What follows belongs to an exercise in optimizing a design on an open flow for small area; a production flow would make more cautious choices.
In this exercise RTL edits were held to simulation tests only and were not proved equivalent to the original.
No driver is modelled on the clock port, so clock power and skew are understated where the tree is cut down; a real chip needs a root buffer or a tree.
Power figures rest on the tool's default switching activity, not on a simulated workload.

==> wip/harbor: inputs <==
==> flow/design.v <==
module ethernet_parser (
    input wire clk,
    input wire rst_n,
    input  wire [63:0] s_axis_tdata,
    input  wire [7:0]  s_axis_tkeep,
    input  wire        s_axis_tvalid,
    output wire        s_axis_tready,
    input  wire        s_axis_tlast,
    output reg  [63:0] m_axis_tdata,
    output reg  [7:0]  m_axis_tkeep,
    output reg         m_axis_tvalid,
    input  wire        m_axis_tready,
    output reg         m_axis_tlast,
    output wire        parsed_valid_pulse,
    output wire [47:0] dst_mac,
    output wire [47:0] src_mac,
    output wire [15:0] ethertype,
    output wire [31:0] src_ip,
    output wire [31:0] dst_ip,
    output wire [15:0] src_port,
    output wire [15:0] dst_port
);
localparam IDLE    = 3'd0,
           WORD1   = 3'd1,
           WORD2   = 3'd2,
           WORD3   = 3'd3,
           WORD4   = 3'd4,
           PULSE   = 3'd5,
           WORD5   = 3'd6,
           PAYLOAD = 3'd7;
reg [2:0]  state;
reg [63:0] beat0;      
reg [63:16] beat1;     
reg [63:0] prev_beat;  
assign s_axis_tready = m_axis_tready | ~m_axis_tvalid;
wire accept = s_axis_tvalid & s_axis_tready;
assign parsed_valid_pulse = (state == PULSE);
assign dst_mac   = beat0[63:16];
assign src_mac   = {beat0[15:0], beat1[63:32]};
assign ethertype = beat1[31:16];
assign src_ip    = prev_beat[63:32];
assign dst_ip    = prev_beat[31:0];
assign src_port  = m_axis_tdata[63:48];
assign dst_port  = m_axis_tdata[47:32];
always @(posedge clk or negedge rst_n) begin
    if (!rst_n) begin
        state <= IDLE;
        m_axis_tvalid <= 1'b0;
    end else begin
        m_axis_tvalid <= s_axis_tvalid | (m_axis_tvalid & ~m_axis_tready);
        if (accept) begin
            case (state)
                IDLE:    state <= WORD1;
                WORD1:   state <= WORD2;
                WORD2:   state <= WORD3;
                WORD3:   state <= WORD4;
                WORD4:   state <= PULSE;
                PAYLOAD: if (s_axis_tlast) state <= IDLE;
                default: state <= PAYLOAD;
            endcase
        end else if (state == PULSE) begin
            state <= WORD5;
        end
    end
end
always @(posedge clk) begin
    prev_beat <= m_axis_tdata;
    if (accept) begin
        m_axis_tdata <= s_axis_tdata;
        m_axis_tkeep <= s_axis_tkeep;
        m_axis_tlast <= s_axis_tlast;
    end
    if (accept && state == IDLE)
        beat0 <= s_axis_tdata;
    if (accept && state == WORD1)
        beat1 <= s_axis_tdata[63:16];
end
endmodule
==> flow/flow/run.sh <==
#!/bin/bash
# Standard layout, but port buffers use the smallest buffer cell.
cp standard.sh standard_sh_copy.txt
export BUFFER_PORTS_ARGS="-buffer_cell sky130_fd_sc_hd__buf_1"
bash standard.sh > standard_flow.log 2>&1
==> flow/standard.sh <==
#!/bin/bash
# synth_recipe.tcl (not shown) runs the flow's synth.tcl, then flattens the netlist and writes it again
# the make line also repeats each setting of config.mk as NAME=value (left out here)
make -C /OpenROAD-flow-scripts/flow DESIGN_CONFIG=/design/flow/config.mk WORK_HOME=/design/flow/orfs CLKGATE_MAP_FILE= SYNTH_SCRIPT=/design/flow/synth_recipe.tcl "${@:-finish}"
==> flow/config.mk <==
export PLATFORM = sky130hd
export DESIGN_NAME = ethernet_parser
export DESIGN_NICKNAME = ethernet_parser
export VERILOG_FILES = /design/flow/design.v
export SDC_FILE = /design/flow/constraint.sdc
export NUM_CORES = 4
export LEC_CHECK = 0
export CAP_MARGIN = 20
export CORE_MARGIN = 2
export CORE_UTILIZATION = 60
export CTS_BUF_LIST = sky130_fd_sc_hd__clkbuf_4 sky130_fd_sc_hd__clkbuf_2
export SLEW_MARGIN = 20
==> flow/constraint.sdc <==
create_clock -name core_clock -period 5.0 [get_ports {clk}]
set_input_delay 1.0000 -clock core_clock [delete_from_list [all_inputs] [get_ports {clk}]]
set_output_delay 1.0000 -clock core_clock [all_outputs]
set_load 0.01 [all_outputs]
==> wip/umber (differences from wip/harbor) <==
--- a/flow/design.v
+++ b/flow/design.v
@@ -22,12 +22,12 @@
 );
 localparam IDLE    = 3'd0,
            WORD1   = 3'd1,
-           WORD2   = 3'd2,
-           WORD3   = 3'd3,
-           WORD4   = 3'd4,
-           PULSE   = 3'd5,
-           WORD5   = 3'd6,
-           PAYLOAD = 3'd7;
+           WORD2   = 3'd3,
+           WORD3   = 3'd2,
+           WORD4   = 3'd6,
+           PULSE   = 3'd7,
+           WORD5   = 3'd5,
+           PAYLOAD = 3'd4;
 reg [2:0]  state;
 reg [63:0] beat0;      
 reg [63:16] beat1;     
@@ -70,9 +70,9 @@
         m_axis_tkeep <= s_axis_tkeep;
         m_axis_tlast <= s_axis_tlast;
     end
-    if (accept && state == IDLE)
+    if (state == IDLE)
         beat0 <= s_axis_tdata;
-    if (accept && state == WORD1)
+    if (state == WORD1)
         beat1 <= s_axis_tdata[63:16];
 end
 endmodule
==> flow/flow/run.sh (replaced) <==
#!/bin/bash
# The standard layout with two changes: port buffers use the smallest
# buffer cell, and clock tree synthesis uses larger sink clusters of small
# clock buffers without dummy loads.
export BUFFER_PORTS_ARGS="-buffer_cell sky130_fd_sc_hd__buf_1"
export CTS_ARGS="-sink_clustering_enable -repair_clock_nets -sink_clustering_size 20 -sink_clustering_max_diameter 60 -buf_list {sky130_fd_sc_hd__clkbuf_4 sky130_fd_sc_hd__clkbuf_8} -dont_use_dummy_load"
bash standard.sh > standard_flow.log 2>&1
==> flow/config.mk (replaced) <==
export PLATFORM = sky130hd
export DESIGN_NAME = ethernet_parser
export DESIGN_NICKNAME = ethernet_parser
export VERILOG_FILES = /design/flow/design.v
export SDC_FILE = /design/flow/constraint.sdc
export NUM_CORES = 4
export LEC_CHECK = 0
export CAP_MARGIN = 0
export CORE_MARGIN = 2
export CORE_UTILIZATION = 85
export SLEW_MARGIN = 0
==> wip/cedar (differences from wip/harbor) <==
==> flow/run.sh (new file) <==
#!/bin/bash
# synth_recipe.tcl (not shown) runs the flow's synth.tcl, then flattens the netlist and writes it again
# the make line also repeats each setting of config.mk as NAME=value (left out here)
make -C /OpenROAD-flow-scripts/flow DESIGN_CONFIG=/design/flow/config.mk WORK_HOME=/design/flow/orfs CLKGATE_MAP_FILE= SYNTH_SCRIPT=/design/flow/synth_recipe.tcl finish
--- a/flow/config.mk
+++ b/flow/config.mk
@@ -7,6 +7,5 @@
 export LEC_CHECK = 0
 export CAP_MARGIN = 20
 export CORE_MARGIN = 2
-export CORE_UTILIZATION = 60
-export CTS_BUF_LIST = sky130_fd_sc_hd__clkbuf_4 sky130_fd_sc_hd__clkbuf_2
+export CORE_UTILIZATION = 40
 export SLEW_MARGIN = 20
removed: flow/flow/run.sh
removed: flow/standard.sh
==> wip/raven (differences from wip/harbor) <==
--- a/flow/design.v
+++ b/flow/design.v
@@ -22,12 +22,12 @@
 );
 localparam IDLE    = 3'd0,
            WORD1   = 3'd1,
-           WORD2   = 3'd2,
-           WORD3   = 3'd3,
-           WORD4   = 3'd4,
-           PULSE   = 3'd5,
-           WORD5   = 3'd6,
-           PAYLOAD = 3'd7;
+           WORD2   = 3'd3,
+           WORD3   = 3'd2,
+           WORD4   = 3'd6,
+           PULSE   = 3'd7,
+           WORD5   = 3'd5,
+           PAYLOAD = 3'd4;
 reg [2:0]  state;
 reg [63:0] beat0;      
 reg [63:16] beat1;     
@@ -70,9 +70,9 @@
         m_axis_tkeep <= s_axis_tkeep;
         m_axis_tlast <= s_axis_tlast;
     end
-    if (accept && state == IDLE)
+    if (state == IDLE)
         beat0 <= s_axis_tdata;
-    if (accept && state == WORD1)
+    if (state == WORD1)
         beat1 <= s_axis_tdata[63:16];
 end
 endmodule
==> flow/flow/run.sh (replaced) <==
#!/bin/bash
# The standard layout with three changes: port buffers use the smallest
# buffer cell, clock tree synthesis uses sink clusters of 20 without dummy
# loads, and the clock tree's root buffer is removed so the clock port drives
# the two first-level tree buffers directly.
set -e
export BUFFER_PORTS_ARGS="-buffer_cell sky130_fd_sc_hd__buf_1"
export CTS_ARGS="-sink_clustering_enable -repair_clock_nets -sink_clustering_size 20 -sink_clustering_max_diameter 60 -buf_list {sky130_fd_sc_hd__clkbuf_4 sky130_fd_sc_hd__clkbuf_8} -dont_use_dummy_load"
bash standard.sh cts > standard_cts.log 2>&1
RDIR=$PWD/orfs/results/sky130hd/ethernet_parser/base openroad -no_init -exit flow/rm_root.tcl > rm_root.log 2>&1
bash standard.sh > standard_flow.log 2>&1
==> flow/flow/rm_root.tcl (new file) <==
# Remove the clock tree's root buffer: the clock port then drives the
# root's loads (the two first-level tree buffers) directly.
set R $::env(RDIR)
read_db $R/4_1_cts.odb
set block [ord::get_db_block]
set port_net [$block findNet clk]
set root ""
foreach it [$port_net getITerms] {
  set inst [$it getInst]
  if {[string match "*clkbuf*" [[$inst getMaster] getName]]} { lappend root $inst }
}
if {[llength $root] != 1} { puts "root buffers: [llength $root], leaving the tree as it is"; exit 0 }
set inst [lindex $root 0]
set out_net ""
foreach it [$inst getITerms] {
  if {[$it isOutputSignal]} { set out_net [$it getNet] }
}
set loads {}
foreach it [$out_net getITerms] {
  if {[$it getInst] != $inst} { lappend loads $it }
}
if {[llength $loads] > 4} { puts "root drives [llength $loads] pins, leaving the tree as it is"; exit 0 }
puts "removing [$inst getName] ([[$inst getMaster] getName]), moving [llength $loads] loads to clk"
foreach it $loads { $it disconnect; $it connect $port_net }
odb::dbInst_destroy $inst
odb::dbNet_destroy $out_net
write_db $R/4_1_cts.odb
write_db $R/4_cts.odb
==> flow/config.mk (replaced) <==
export PLATFORM = sky130hd
export DESIGN_NAME = ethernet_parser
export DESIGN_NICKNAME = ethernet_parser
export VERILOG_FILES = /design/flow/design.v
export SDC_FILE = /design/flow/constraint.sdc
export NUM_CORES = 4
export LEC_CHECK = 0
export CAP_MARGIN = 0
export CORE_MARGIN = 2
export CORE_UTILIZATION = 75
export SLEW_MARGIN = 0
==> comparison table <==
Clock sink total: wip/raven 253; wip/umber -; wip/harbor 253; wip/cedar 253
Net switching component of the power: wip/raven 1300 uW; wip/umber -; wip/harbor 1020 uW; wip/cedar 1050 uW
DR pass1 iterations: wip/raven 5; wip/umber -; wip/harbor 4; wip/cedar 4
Outcome: wip/raven timing/DRC/antenna clean; wip/umber aborted with a tool error; wip/harbor timing/DRC/antenna clean; wip/cedar timing/DRC/antenna clean
Failing step: wip/raven -; wip/umber 3_2_place_iop; wip/harbor -; wip/cedar -
Power density normalized to cell area: wip/raven 499 nW/um^2; wip/umber -; wip/harbor 465 nW/um^2; wip/cedar 413 nW/um^2
Worst flop-to-flop path endpoint: wip/raven beat0[7]; wip/umber -; wip/harbor m_axis_tdata[6]; wip/cedar m_axis_tdata[46]
Util after Layout: wip/raven 0.942; wip/umber -; wip/harbor 0.789; wip/cedar 0.664
Met3 Use GR: wip/raven 0.127; wip/umber -; wip/harbor 0.105; wip/cedar 0.0588
Drt wl/cell: wip/raven 29.0 um; wip/umber -; wip/harbor 18.7 um; wip/cedar 20.6 um
Area grow syn2layout: wip/raven 20.7%; wip/umber -; wip/harbor 28.9%; wip/cedar 62.9%
Share of the clock period used by the worst path: wip/raven 0.534; wip/umber -; wip/harbor 0.536; wip/cedar 0.660
Worst min-delay path class: wip/raven register to register; wip/umber -; wip/harbor primary input to asynchronous set/reset pin; wip/cedar register to register
Total routing usage reported by global routing: wip/raven 0.425; wip/umber -; wip/harbor 0.246; wip/cedar 0.187
Global routing met1 resource utilization: wip/raven 0.460; wip/umber -; wip/harbor 0.281; wip/cedar 0.214
Number of vias in the routed layout: wip/raven 4,569; wip/umber -; wip/harbor 4,274; wip/cedar 4,092

==> port drivers added, routing unchanged <==
No port has a modelled driver above. Below, the same layouts with a new extraction and two added sets of constraints.
Step 1: set_driving_cell puts a clkbuf_16 on clk and a buf_2 on each other input, an assumption about the parent block.
Step 2 times the ports against the registers' clock, not the clock port: input delays grow and output delays shrink by t, the midpoint of the rising clock arrivals with the driver on.
Slacks: ideal ports / drivers / drivers and shift; pairs: ideal ports / drivers.
run	shift t [ns]	slack for setup (ns)	worst setup path at the end
wip/harbor	0.655	2.320 / 2.285 / 2.002	input to register
wip/cedar	0.559	1.701 / 1.677 / 1.544	input to register
wip/raven	0.409	2.328 / 2.328 / 2.328	register to register
After both steps setup and hold are still met in every run listed. For wip/harbor, which loses most, drivers alone change the setup slack by -0.035 ns; drivers and shift together by -0.318 ns.
